This is an optimization exercise on Yosys and OpenROAD, whose aim is small area, a short achievable clock period and few clock cycles, not a production implementation.

==> run a: inputs <==
## DoubleMul
module DoubleMul #(
    parameter bit async_reset = 1'b0
)
(
    input logic i_clk,                                       
    input logic i_nrst,                                      
    input logic i_ena,
    input logic [63:0] i_a,                                  
    input logic [63:0] i_b,                                  
    output logic [63:0] o_res,                               
    output logic o_illegal_op,
    output logic o_overflow,
    output logic o_valid,                                    
    output logic o_busy                                      
);
export LEC_CHECK = 0
export ABC_AREA = 1
export CAP_MARGIN = 40
export CORE_MARGIN = 2
export CORE_UTILIZATION = 35
export PLACE_DENSITY = 0.5
export SETUP_SLACK_MARGIN = 3
export SLEW_MARGIN = 40
create_clock -name core_clock -period 12.0 [get_ports {i_clk}]
standard.sh (not shown) runs the stock make flow with config.mk's settings and CLKGATE_MAP_FILE= SYNTH_SCRIPT=/design/flow/synth_recipe.tcl, a recipe that flattens the netlist after the stock synthesis.
==> flow/flow/run.sh <==
#!/bin/bash
set -euo pipefail
export SYNTH_ARGS=-noabc
export BUFFER_PORTS_ARGS="-buffer_cell sky130_fd_sc_hd__buf_4"
bash standard.sh > standard_flow.log 2>&1
==> inputs of run b, as changes to run a <==
--- a/flow/design.v
+++ b/flow/design.v
@@ -8981,13 +8981,14 @@
 assign y[104] = c8635;
 assign x[105] = s8642;
 assign y[105] = c8639;
 assign s = x;
 assign c = y;
 endmodule
-module add106pg (input logic [105:0] p0, input logic [105:0] g0, output logic [105:0] s, output logic co);
+module add106 (input logic [105:0] a, input logic [105:0] b, output logic [105:0] s, output logic co);
+logic [105:0] g0, p0;
 logic gg1;
 logic gg2;
 logic pp2;
 logic gg3;
 logic pp3;
 logic gg4;
@@ -9555,12 +9556,14 @@
 logic gg334;
 logic gg335;
 logic gg336;
 logic gg337;
 logic gg338;
 logic gg339;
+assign g0 = a & b;
+assign p0 = a ^ b;
 assign gg1 = g0[1] | (p0[1] & g0[0]);
 assign gg2 = g0[3] | (p0[3] & g0[2]);
 assign pp2 = p0[3] & p0[2];
 assign gg3 = g0[5] | (p0[5] & g0[4]);
 assign pp3 = p0[5] & p0[4];
 assign gg4 = g0[7] | (p0[7] & g0[6]);
@@ -10322,38 +10325,36 @@
 assign zero = ~nan & (zeroA | zeroB | (xe[12] & (xe <= 13'h1fca)));  
 assign slow = ~nan & ~zero & (|nsh);
 assign rot = ~nsh[12];
 logic nanZ, sgn;
 logic [51:0] nanm;
 assign nanZ = (nanA & mzA & ~mzB) | (nanB & mzB & ~mzA);
-assign nanm = {1'b1, (nanA & ~(nanB & sB)) ? i_a[50:0] : i_b[50:0]};
+assign nanm = nanZ ? 52'd0 : {1'b1, (nanA & ~(nanB & sB)) ? i_a[50:0] : i_b[50:0]};
 always_comb begin
     if ((nanA & mzA & zeroB) | (nanB & mzB & zeroA)) sgn = 1'b1;
     else if (nanA & ~mzA) sgn = sA | sB;
     else if (nanB & ~mzB) sgn = sB;
     else sgn = sA ^ sB;
 end
 logic [105:0] r_s, r_c, p;
-logic [50:0] r_nanm;
-logic r_nanz;
+logic [51:0] r_nanm;
 logic [11:0] r_e;
 logic r_f, r_nan, r_zero, r_sgn, r_rot, r_busy, r_valid;
 logic [6:0] r_cnt;
 logic done;
 assign done = r_rot ? (r_cnt == 7'd105) : (&r_cnt);
 always_ff @(posedge i_clk) begin
-    r_nanm <= nanm[50:0];
-    r_nanz <= nanZ;
+    r_nanm <= nanm;
 end
 always_ff @(posedge i_clk) begin
     if (r_busy) begin
         r_s <= {r_rot & p[0], p[105:1]};
         r_c <= '0;
     end else begin
-        r_s <= ps ^ pc;
-        r_c <= ps & pc;
+        r_s <= ps;
+        r_c <= pc;
     end
     if (~r_busy) begin
         r_e <= f ? 12'd0 : xe[11:0];
         r_f <= f;
         r_nan <= nan;
         r_zero <= zero;
@@ -10375,15 +10376,15 @@
     end
 end
 logic sel, z501, rnd_a, rnd_b, ones_a, ones_b, c_a, c_b, carry, ovf, ovf0, ovf1, b11;
 logic [51:0] inc_a, inc_b, m_a, m_b, m_n;
 logic [11:0] re1, re2, ealign, eplus;
 logic [10:0] e_n;
-add106pg u_add (
-    .p0(r_s),
-    .g0(r_c),
+add106 u_add (
+    .a(r_s),
+    .b(r_c),
     .s(p),
     .co()
 );
 inc52x2 u_inc (
     .i_p(p[104:52]),
     .o_a(inc_a),
@@ -10409,12 +10410,12 @@
 assign ovf = p[105] ? ovf1 : ovf0;
 assign b11 = ealign[11];
 assign e_n = b11 ? 11'd0 : (ovf ? 11'h7ff : (carry ? eplus[10:0] : ealign[10:0]));
 assign m_n = ovf ? 52'd0 : (sel ? m_a : m_b);
 assign o_res = {r_sgn,
                 r_nan ? 11'h7ff : (r_zero ? 11'd0 : e_n),
-                r_nan ? {~r_nanz, r_nanm & {51{~r_nanz}}} : (r_zero ? 52'd0 : m_n)};
+                r_nan ? r_nanm : (r_zero ? 52'd0 : m_n)};
 assign o_illegal_op = r_nan;
 assign o_overflow = ovf;
 assign o_valid = r_valid;
 assign o_busy = r_busy;
 endmodule
==> flow/run.sh (new file) <==
#!/bin/bash
# synth_recipe.tcl (not shown) runs the flow's synth.tcl, then flattens the netlist and writes it again
# the make line also repeats each setting of config.mk as NAME=value (left out here)
make -C /OpenROAD-flow-scripts/flow DESIGN_CONFIG=/design/flow/config.mk WORK_HOME=/design/flow/orfs CLKGATE_MAP_FILE= SYNTH_SCRIPT=/design/flow/synth_recipe.tcl finish
CORE_UTILIZATION = 45   (was 35)
PLACE_DENSITY = 0.6   (was 0.5)
SETUP_SLACK_MARGIN = 2   (was 3)
removed: flow/flow/run.sh
removed: flow/standard.sh
==> key figures <==
Outcome
  – Status: finished clean

Global routing
  – Met2 usage: 0.594
  – Largest net degree at the start of global routing: 87

Synthesis
  – Xor/xnor share of the synthesized area: 0.155

Final layout
  – Sequential cells: 289

Timing
  – Final clock skew: 29.7 ps
the above is filed under run b

==> key figures <==
Final layout
  – Final clock-cell share: 0.0170
  – Sequential cells: 288

Outcome
  – Status: finished clean

Global routing
  – Largest net degree at the start of global routing: 84
  – Met2 usage: 0.509

Clocking
  – Hold-fix buffers, CTS: 0
  – Number of gates resized after CTS: 3

Timing
  – Final clock skew: 49.7 ps
the above is filed under run a

No run of this note included a check of the RTL's function; only the layout flow was run.

==> re-timing with driven ports <==
In the flow no input, the clock included, has a driving cell. The finished layouts below were timed again as built, in two steps. Step 1 (the two cells are an assumption about what drives the block):
set clk [get_ports {i_clk}]
set_driving_cell -lib_cell sky130_fd_sc_hd__clkbuf_16 $clk
set_driving_cell -lib_cell sky130_fd_sc_hd__buf_2 [delete_from_list [all_inputs] $clk]
Step 2, shift: input delay + t, output delay - t, t = (earliest + latest rising clock arrival at the registers) / 2. This alone moves slack from input paths to output paths. a / b / c = ideal / step 1 / step 2; a / b = the first two.
| run | t, ns | setup WS [ns] | clock arrival spread, ns |
|---|---|---|---|
| run a | 0.746 | 3.223 / 3.240 / 2.538 | 0.049 / 0.050 |
| run b | 0.760 | 2.292 / 2.226 / 1.628 | 0.030 / 0.030 |
After both steps every run listed still meets setup and hold. For run a, which loses most, drivers alone change the setup slack by +0.017 ns; drivers and shift together by -0.685 ns.
